Source: an optimization exercise on an open RTL-to-GDS flow (aim: small area and a short achievable clock period). Production flows keep margins and buffers that such runs may drop.
Function was checked by simulation only, so behaviour that the tests miss may differ from the original.
No activity file was given, so power comes from the tool's default toggle rates.

// PCPU
module PCPU(
	input clock,
	input [15:0] d_datain,
	input enable,
	input [15:0] i_datain,
	input reset,
	input [3:0] select_y,
	input start,
	output [7:0] d_addr,
	output [15:0] d_dataout,
	output d_we,
	output [7:0] i_addr,
	output [15:0] y,
	input show_gr
);
	reg [7:0] pc;
	reg [15:0] id_ir;
	reg [4:0] ex_op, mem_op;
	reg [2:0] ex_r1, mem_r1, wb_r1;
	reg wb_halt, wb_we, wb_fw;	 
	reg [15:0] reg_A, reg_B, reg_C, reg_C1;
	reg [15:0] smdr1;
	reg [3:0] ex_off;	 
	reg ex_sub, ex_cincf, ex_arith, ex_store;	 
	reg [2:0] flags;  
	reg dw;
	reg state;
	reg [15:0] gr[0:7];	 
	reg [7:0] gr_ok;	 
	wire run = state == 1'b1;
	assign d_dataout = smdr1;
	assign d_we = dw;
	assign d_addr = reg_C[7:0];
	assign i_addr = pc;
	always @(posedge clock) begin
		if (reset)
			state <= 1'b0;
		else if (state == 1'b0)
			state <= enable && start;
		else
			state <= enable && !wb_halt;
	end
	function fwd_op(input [4:0] op);
		fwd_op = op == 5'b00010 || op[4:2] == 3'b001 ||
			(op[4:3] == 2'b01 && op != 5'b01100) || op[4:2] == 3'b100;
	endfunction
	function [7:0] dec8(input [2:0] r);
		dec8 = 8'd1 << r;
	endfunction
	function [15:0] grsel(input [7:0] s, input [127:0] g);
		integer k;
		begin
			grsel = 16'd0;
			for (k = 0; k < 8; k = k + 1)
				grsel = grsel | ({16{s[k]}} & g[16*k +: 16]);
		end
	endfunction
	wire [127:0] grv = {gr[7], gr[6], gr[5], gr[4], gr[3], gr[2], gr[1], gr[0]};
	always @(posedge clock or posedge reset) begin
		if (reset)
			gr_ok <= 8'd0;
		else if (run && wb_we)
			gr_ok[wb_r1] <= 1'b1;
	end
	always @(posedge clock) begin
		if (run && wb_we)
			gr[wb_r1] <= reg_C1;
	end
	wire [4:0] id_op = id_ir[15:11];
	wire [2:0] id_r1 = id_ir[10:8];
	wire [4:0] pk_op = i_datain[15:11];
	wire pk_rr = pk_op == 5'b01000 || pk_op == 5'b10001 || pk_op == 5'b01010 ||
		pk_op == 5'b10010 || pk_op[4:2] == 3'b011;
  ...
Size: ~18,000 um2 of cells after synthesis.
export LEC_CHECK = 0
export CAP_MARGIN = 20
export CORE_MARGIN = 2
export CORE_UTILIZATION = 40
export CTS_BUF_LIST = sky130_fd_sc_hd__clkbuf_8
export CTS_CLUSTER_DIAMETER = 50
export CTS_CLUSTER_SIZE = 16
export SETUP_SLACK_MARGIN = 3.1
export SLEW_MARGIN = 20
export TNS_END_PERCENT = 20
create_clock -name core_clock -period 7.5 [get_ports {clock}]
standard.sh (not shown) runs the stock make flow with config.mk's settings and CLKGATE_MAP_FILE= SYNTH_SCRIPT=/design/flow/synth_recipe.tcl, a recipe that flattens the netlist after the stock synthesis.
==> flow/flow/run.sh <==
#!/bin/bash
# Layout: the standard flow (standard.sh: standard synthesis, floorplan,
# placement, CTS, routing), unchanged except that the port buffers are
# made from sky130_fd_sc_hd__buf_1 rather than ORFS's default delay-buffer
# cell; every port still gets its buffer, and the resizer upsizes the ones
# timing needs. The make output goes to standard.log here; the tools' own
# logs are under orfs/logs/.
set -euo pipefail
export BUFFER_PORTS_ARGS="-buffer_cell sky130_fd_sc_hd__buf_1"
bash standard.sh > standard.log 2>&1
Rerun with:
==> flow/run.sh (new file) <==
#!/bin/bash
# synth_recipe.tcl (not shown) runs the flow's synth.tcl, then flattens the netlist and writes it again
# the make line also repeats each setting of config.mk as NAME=value (left out here)
make -C /OpenROAD-flow-scripts/flow DESIGN_CONFIG=/design/flow/config.mk WORK_HOME=/design/flow/orfs CLKGATE_MAP_FILE= SYNTH_SCRIPT=/design/flow/synth_recipe.tcl finish
CTS_BUF_LIST = sky130_fd_sc_hd__clkbuf_4 sky130_fd_sc_hd__clkbuf_8   (was sky130_fd_sc_hd__clkbuf_8)
CTS_CLUSTER_DIAMETER = unset   (was 50)
CTS_CLUSTER_SIZE = unset   (was 16)
SETUP_SLACK_MARGIN = 3.5   (was 3.1)
removed: flow/flow/run.sh
removed: flow/standard.sh
After rerunning:
- first-iteration DRC count goes up by 2.7%
- wire length rose by 0.34%
- synthesized cell count stays the same
Rerun with:
==> flow/flow/run.sh (new file) <==
#!/bin/bash
# Layout: the standard flow (standard.sh: standard synthesis, floorplan,
# placement, CTS, routing), unchanged except that the port buffers are
# made from sky130_fd_sc_hd__buf_1 rather than ORFS's default delay-buffer
# cell; every port still gets its buffer, and the resizer upsizes the ones
# timing needs. The make output goes to standard.log here; the tools' own
# logs are under orfs/logs/.
set -euo pipefail
export BUFFER_PORTS_ARGS="-buffer_cell sky130_fd_sc_hd__buf_1"
bash standard.sh > standard.log 2>&1
==> flow/standard.sh (new file) <==
#!/bin/bash
# synth_recipe.tcl (not shown) runs the flow's synth.tcl, then flattens the netlist and writes it again
# the make line also repeats each setting of config.mk as NAME=value (left out here)
make -C /OpenROAD-flow-scripts/flow DESIGN_CONFIG=/design/flow/config.mk WORK_HOME=/design/flow/orfs CLKGATE_MAP_FILE= SYNTH_SCRIPT=/design/flow/synth_recipe.tcl "${@:-finish}"
CTS_BUF_LIST = sky130_fd_sc_hd__clkbuf_8   (was sky130_fd_sc_hd__clkbuf_4 sky130_fd_sc_hd__clkbuf_8)
CTS_CLUSTER_DIAMETER = 50   (was unset)
CTS_CLUSTER_SIZE = 16   (was unset)
SETUP_SLACK_MARGIN = 3.2   (was 3.5)
TNS_END_PERCENT = 5   (was 20)
removed: flow/run.sh
What happened:
- power goes down by 3.6%
- final cell count goes down by 1.7%
- first-iteration DRC count goes down by 4.7%
- setup slack gains 0.019 ns
- wire length stays flat
- sequential power is about the same
Rerun with:
CORE_UTILIZATION = 55   (was 40)
TNS_END_PERCENT = 20   (was 5)
What happened:
- total power is higher by 0.31%
- setup slack improved by 0.058 ns
- combinational power barely changes
- die area is lower by 27%
- area after synthesis does not change
- cell count is lower by 6.3%
Rerun with:
CORE_UTILIZATION = 40   (was 55)
CTS_CLUSTER_DIAMETER = 60   (was 50)
CTS_CLUSTER_SIZE = 20   (was 16)
Cell area barely changes.
Register-to-register slack gets better by 0.04 ns.
Count of clock-buffer cells in the layout went down by 6.
Global-route usage goes down by 11 points.
Setup slack degrades by 0.072 ns.
Non-clock buffer count falls by 3.
Core utilization is lower by 18 points.
Power went down by 3.4%.
Combinational power is about the same.
Rerun with:
CORE_UTILIZATION = 50   (was 40)
CTS_BUF_LIST = sky130_fd_sc_hd__clkbuf_16   (was sky130_fd_sc_hd__clkbuf_8)
CTS_CLUSTER_DIAMETER = 80   (was 60)
CTS_CLUSTER_SIZE = 24   (was 20)
What happened: The new run produced a clean layout; count of clock-buffer cells in the layout came out lower by 9; core utilization rose by 11 points; synthesized area stays the same; worst setup slack gains 0.041 ns; first-iteration DRC count falls by 7.3%; power fell by 0.64%; final area shrinks by 2.0%.

========
build 7:
PCPU again, from the RTL that the note above started with.
make LEC_CHECK=0 CAP_MARGIN=20 CORE_MARGIN=2 CORE_UTILIZATION=40 CTS_BUF_LIST=sky130_fd_sc_hd__clkbuf_16 CTS_CLUSTER_DIAMETER=80 CTS_CLUSTER_SIZE=24 SETUP_SLACK_MARGIN=3.2 SLEW_MARGIN=20 TNS_END_PERCENT=20 finish   # period 7.5 ns
run.sh (not shown) runs the stock make flow with config.mk's settings and CLKGATE_MAP_FILE= SYNTH_SCRIPT=/design/flow/synth_recipe.tcl, a recipe that flattens the netlist after the stock synthesis.
Stock flow here: none of the scripts above is used.
Here is what was changed in the inputs of build 29 compared with build 7.
==> flow/flow/run.sh (new file) <==
#!/bin/bash
# Layout: the standard flow (standard.sh: standard synthesis, floorplan,
# placement, CTS, routing), unchanged except that the port buffers are
# made from sky130_fd_sc_hd__buf_1 rather than ORFS's default delay-buffer
# cell; every port still gets its buffer, and the resizer upsizes the ones
# timing needs. The make output goes to standard.log here; the tools' own
# logs are under orfs/logs/.
set -euo pipefail
export BUFFER_PORTS_ARGS="-buffer_cell sky130_fd_sc_hd__buf_1"
bash standard.sh > standard.log 2>&1
==> flow/standard.sh (new file) <==
#!/bin/bash
# synth_recipe.tcl (not shown) runs the flow's synth.tcl, then flattens the netlist and writes it again
# the make line also repeats each setting of config.mk as NAME=value (left out here)
make -C /OpenROAD-flow-scripts/flow DESIGN_CONFIG=/design/flow/config.mk WORK_HOME=/design/flow/orfs CLKGATE_MAP_FILE= SYNTH_SCRIPT=/design/flow/synth_recipe.tcl "${@:-finish}"
removed: flow/run.sh
Results
Power for build 29 is lower than for build 7.
[compare] base=build 7 new=build 29: number of CTS-inserted buffers fell about 9%, timing-limited maximum frequency shows an increase of 0.55%, first-iteration DRC count moved down, register-to-register slack went up by 40 ps.
Of the two values seen for capture point of the worst path, y[13] was produced by build 7 and y[14] by build 29.
Inputs modified between build 29 and build 34:
# build 29
export LEC_CHECK = 0
export CAP_MARGIN = 20
export CORE_MARGIN = 2
export CORE_UTILIZATION = 40
export CTS_BUF_LIST = sky130_fd_sc_hd__clkbuf_16
export CTS_CLUSTER_DIAMETER = 80
export CTS_CLUSTER_SIZE = 24
export SETUP_SLACK_MARGIN = 3.2
export SLEW_MARGIN = 20
export TNS_END_PERCENT = 20
create_clock -name core_clock -period 7.5 [get_ports {clock}]
# build 34
export LEC_CHECK = 0
export CAP_MARGIN = 20
export CORE_MARGIN = 2
export CORE_UTILIZATION = 40
export CTS_BUF_LIST = sky130_fd_sc_hd__clkbuf_8
export CTS_CLUSTER_DIAMETER = 50
export CTS_CLUSTER_SIZE = 16
export SETUP_SLACK_MARGIN = 3.2
export SLEW_MARGIN = 20
export TNS_END_PERCENT = 20
create_clock -name core_clock -period 7.5 [get_ports {clock}]
==> flow/run.sh (new file) <==
#!/bin/bash
# synth_recipe.tcl (not shown) runs the flow's synth.tcl, then flattens the netlist and writes it again
# the make line also repeats each setting of config.mk as NAME=value (left out here)
make -C /OpenROAD-flow-scripts/flow DESIGN_CONFIG=/design/flow/config.mk WORK_HOME=/design/flow/orfs CLKGATE_MAP_FILE= SYNTH_SCRIPT=/design/flow/synth_recipe.tcl finish
removed: flow/flow/run.sh
removed: flow/standard.sh
## What came out
- Changes observed in build 34 relative to build 29: reported combinational group power held steady, number of non-clock buffers in the layout now sits higher.
- Actual slew at the worst max-slew pin | build 34 above build 29
- In the tables for build 29 and build 34, count of clock-buffer cells in the layout reads lower with build 29.
- Worst hold slack across build 29 and build 34: no real change.
- Cell area reported after detailed placement is higher on build 34
- Number of hold violations in the final report: build 29 vs build 34 identical
- Going from build 29 to build 34, the utilization after layout was found to have gone up by 0.96 points.
- Delta (build 34 minus build 29): global-route wire length before repair fell 1.6%; share of total power in the clock network rose 0.9 points.
- In summary, build 34 completed successfully, with a layout that passed the timing, DRC and antenna checks.
Relative to build 34, the following input files were edited for build 6:
# build 34
export LEC_CHECK = 0
export CAP_MARGIN = 20
export CORE_MARGIN = 2
export CORE_UTILIZATION = 40
export CTS_BUF_LIST = sky130_fd_sc_hd__clkbuf_8
export CTS_CLUSTER_DIAMETER = 50
export CTS_CLUSTER_SIZE = 16
export SETUP_SLACK_MARGIN = 3.2
export SLEW_MARGIN = 20
export TNS_END_PERCENT = 20
create_clock -name core_clock -period 7.5 [get_ports {clock}]
# build 6
export LEC_CHECK = 0
export CAP_MARGIN = 20
export CORE_MARGIN = 2
export CORE_UTILIZATION = 40
export CTS_BUF_LIST = sky130_fd_sc_hd__clkbuf_4 sky130_fd_sc_hd__clkbuf_8
export SETUP_SLACK_MARGIN = 3.2
export SLEW_MARGIN = 20
export TNS_END_PERCENT = 20
create_clock -name core_clock -period 7.5 [get_ports {clock}]
Findings:
From build 34 to build 6 the numbers moved as follows: global-route usage now sits higher, cell count increased by about 1.7% relative to the old numbers, met3 track demand over resource increased by 0.36 points relative to the old numbers.
The run with more setup slack is build 34; build 6 has less.
Build 6 against build 34: fmax lower, sequential share of cell area lower, via count of the first global-routing pass higher, power higher.

========
## run 1
PCPU, a different RTL version from the one above (not shown whole).
Size in the first run: about 2000 cells after synthesis, ~260 flip-flops, ~90 I/O pins, ~19000 um2 of cells after synthesis.
Settings: LEC_CHECK=0, CAP_MARGIN=20, CORE_MARGIN=2, CORE_UTILIZATION=40, SETUP_SLACK_MARGIN=3.2, SLEW_MARGIN=20; clock period 7.5 ns.
Stock flow here: none of the scripts above is used.
Setup changes, run 1 to run 2
--- a/flow/config.mk
+++ b/flow/config.mk
@@ -12,0 +13 @@
+export TNS_END_PERCENT = 20
- The share of final layout cell area taken by non-clock buffers of run 2 falls short of that of run 1 by 1.0 points.
- Min clock network area share across run 1 and run 2: run 2
- Delta(setup slack, run 2 - run 1) > 0

========
## exp/ember
Another version of the RTL of PCPU (not shown whole).
Size in the first run: roughly 1900 cells after synthesis, about 280 flip-flops, ~18000 um2 of cells after synthesis.
==> flow/design.v (excerpt) <==
module PCPU(
	input clock,
	input [15:0] d_datain,
	input enable,
	input [15:0] i_datain,
	input reset,
	input [3:0] select_y,
	input start,
	output [7:0] d_addr,
	output [15:0] d_dataout,
	output d_we,
	output [7:0] i_addr,
	output [15:0] y,
	input show_gr
);
==> flow/config.mk <==
export PLATFORM = sky130hd
export DESIGN_NAME = PCPU
export DESIGN_NICKNAME = PCPU
export VERILOG_FILES = /design/flow/design.v
export SDC_FILE = /design/flow/constraint.sdc
export NUM_CORES = 4
export LEC_CHECK = 0
export CAP_MARGIN = 20
export CORE_MARGIN = 2
export CORE_UTILIZATION = 50
export CTS_BUF_LIST = sky130_fd_sc_hd__clkbuf_16
export CTS_CLUSTER_DIAMETER = 80
export CTS_CLUSTER_SIZE = 24
export SETUP_SLACK_MARGIN = 3.4
export SLEW_MARGIN = 20
export TNS_END_PERCENT = 20
==> flow/constraint.sdc <==
create_clock -name core_clock -period 7.5 [get_ports {clock}]
set_input_delay 1.5000 -clock core_clock [delete_from_list [all_inputs] [get_ports {clock}]]
set_output_delay 1.5000 -clock core_clock [all_outputs]
set_load 0.01 [all_outputs]
standard.sh (not shown) runs the stock make flow with config.mk's settings and CLKGATE_MAP_FILE= SYNTH_SCRIPT=/design/flow/synth_recipe.tcl, a recipe that flattens the netlist after the stock synthesis.
==> flow/flow/run.sh <==
#!/bin/bash
# Layout: the standard flow (standard.sh: standard synthesis, floorplan,
# placement, CTS, routing), unchanged except that the port buffers are
# made from sky130_fd_sc_hd__buf_1 rather than ORFS's default delay-buffer
# cell; every port still gets its buffer, and the resizer upsizes the ones
# timing needs. The make output goes to standard.log here; the tools' own
# logs are under orfs/logs/.
set -euo pipefail
export BUFFER_PORTS_ARGS="-buffer_cell sky130_fd_sc_hd__buf_1"
bash standard.sh > standard.log 2>&1
Relative to exp/ember, the following input files were edited for exp/violet:
Settings: a change of SETUP_SLACK_MARGIN from 3.4 to 3.3.
### Flow results
- Delta (exp/violet minus exp/ember): measured slew at the worst slew-check pin increased 23 ps, delay contributed by the slowest stage of the critical path now larger, clock-pin slew reported for the worst setup and hold paths after clock tree synthesis flat, non-clock buffer instance count of the final layout now smaller.
- ~same global-route usage in exp/ember and exp/violet
- Against exp/ember, final critical delay including setup and external delays in exp/violet came out better.
- exp/violet did not stop at any stage, and its layout met the timing, DRC and antenna checks.
- exp/ember finished end to end and its layout was clean on timing, DRC and antenna.
- Compared with exp/ember, exp/violet shows fmax that has gone up slightly.
Inputs modified between exp/violet and exp/pepper:
Settings: a change of SETUP_SLACK_MARGIN from 3.3 to 3.2; a change of CORE_UTILIZATION from 50 to 60.
Notes after the runs:
No stage failed in exp/pepper, and the final checks on the layout all came back clean. exp/pepper vs exp/violet — number of antenna repair diodes rose 2. Re number of tap cells added at floorplan: exp/violet was higher than exp/pepper. Looking only at routed wire length, and setting everything else aside, the higher value of exp/pepper and exp/violet goes to exp/violet. When the final numbers for exp/pepper and exp/violet were put side by side, the clock skew turned out to be smaller in exp/violet. exp/pepper: non-clock buffer count lower than exp/violet. Compare exp/pepper and exp/violet | non-filler instance count after layout higher: exp/violet. Summary: total internal power, exp/pepper better than exp/violet.
Here is what was changed in the inputs of exp/umber compared with exp/pepper.
Settings: CTS_CLUSTER_SIZE now 16, was 24; CTS_CLUSTER_DIAMETER now 50, was 80; CTS_BUF_LIST now sky130_fd_sc_hd__clkbuf_8, was sky130_fd_sc_hd__clkbuf_16; CORE_UTILIZATION now 50, was 60.
==> comparison <==
exp/umber: flow completed, timing, DRC and antenna clean
In terms of total sequential power, exp/pepper and exp/umber differ only marginally.
The placement-stage worst setup slack of exp/umber exceeds that of exp/pepper by 51 ps.
Number of diodes added for antenna fixing delta for exp/umber relative to exp/pepper: 1 lower

-- afterwards: timing with drivers on the ports --
The results above use ideal ports. As a check the final layouts listed here were re-extracted and re-timed, cells and wires unchanged. Step 1: set_driving_cell puts a clkbuf_16 on clock and a buf_2 on each other input, an assumption about the parent block. Step 2 times the ports against the registers' clock, not the clock port: input delays grow and output delays shrink by t, the midpoint of the rising clock arrivals with the driver on. Three values: ideal ports, drivers, drivers and shift; two values: the first two.
| run | t (ns) | slack for setup (ns) | worst setup path at the end | slew at the worst register clock pin (ns) | worst slew at a driven data input, ns |
|---|---|---|---|---|---|
| the first run of note 1 | 0.675 | 3.016 / 2.958 / 2.958 | input to output | 0.11 / 0.11 | 0.06 |
| the second run of note 1 | 0.694 | 3.092 / 3.045 / 3.030 | input to register | 0.07 / 0.07 | 0.06 |
| the third run of note 1 | 0.682 | 3.111 / 3.069 / 3.069 | input to output | 0.11 / 0.11 | 0.06 |
| the fourth run of note 1 | 0.643 | 3.168 / 3.144 / 3.144 | input to output | 0.10 / 0.10 | 0.04 |
| the fifth run of note 1 | 0.698 | 3.096 / 3.053 / 3.053 | input to output | 0.12 / 0.12 | 0.06 |
| the sixth run of note 1 | 0.587 | 3.137 / 3.113 / 3.113 | input to output | 0.10 / 0.10 | 0.04 |
| build 7 | 0.617 | 3.117 / 3.082 / 3.028 | input to register | 0.09 / 0.09 | 0.06 |
| build 29 | 0.605 | 3.141 / 3.098 / 3.098 | input to output | 0.10 / 0.10 | 0.05 |
| build 34 | 0.707 | 3.133 / 3.111 / 3.021 | input to register | 0.10 / 0.10 | 0.06 |
| build 6 | 0.687 | 3.038 / 3.001 / 2.994 | input to register | 0.07 / 0.07 | 0.06 |
| run 1 | 0.651 | 3.117 / 3.044 / 2.899 | input to register | 0.07 / 0.07 | 0.08 |
| run 2 | 0.651 | 3.158 / 3.104 / 2.880 | input to register | 0.07 / 0.07 | 0.06 |
| exp/ember | 0.582 | 3.180 / 3.136 / 3.136 | input to output | 0.10 / 0.10 | 0.06 |
| exp/violet | 0.583 | 3.213 / 3.168 / 3.168 | input to output | 0.10 / 0.10 | 0.06 |
| exp/pepper | 0.579 | 3.151 / 3.103 / 3.103 | input to output | 0.10 / 0.10 | 0.06 |
| exp/umber | 0.645 | 3.164 / 3.143 / 3.143 | input to output | 0.10 / 0.10 | 0.05 |
After both steps every run listed still meets setup and hold. The setup slack of run 2, which loses most, moves by -0.054 ns with the drivers and by -0.278 ns with both steps.
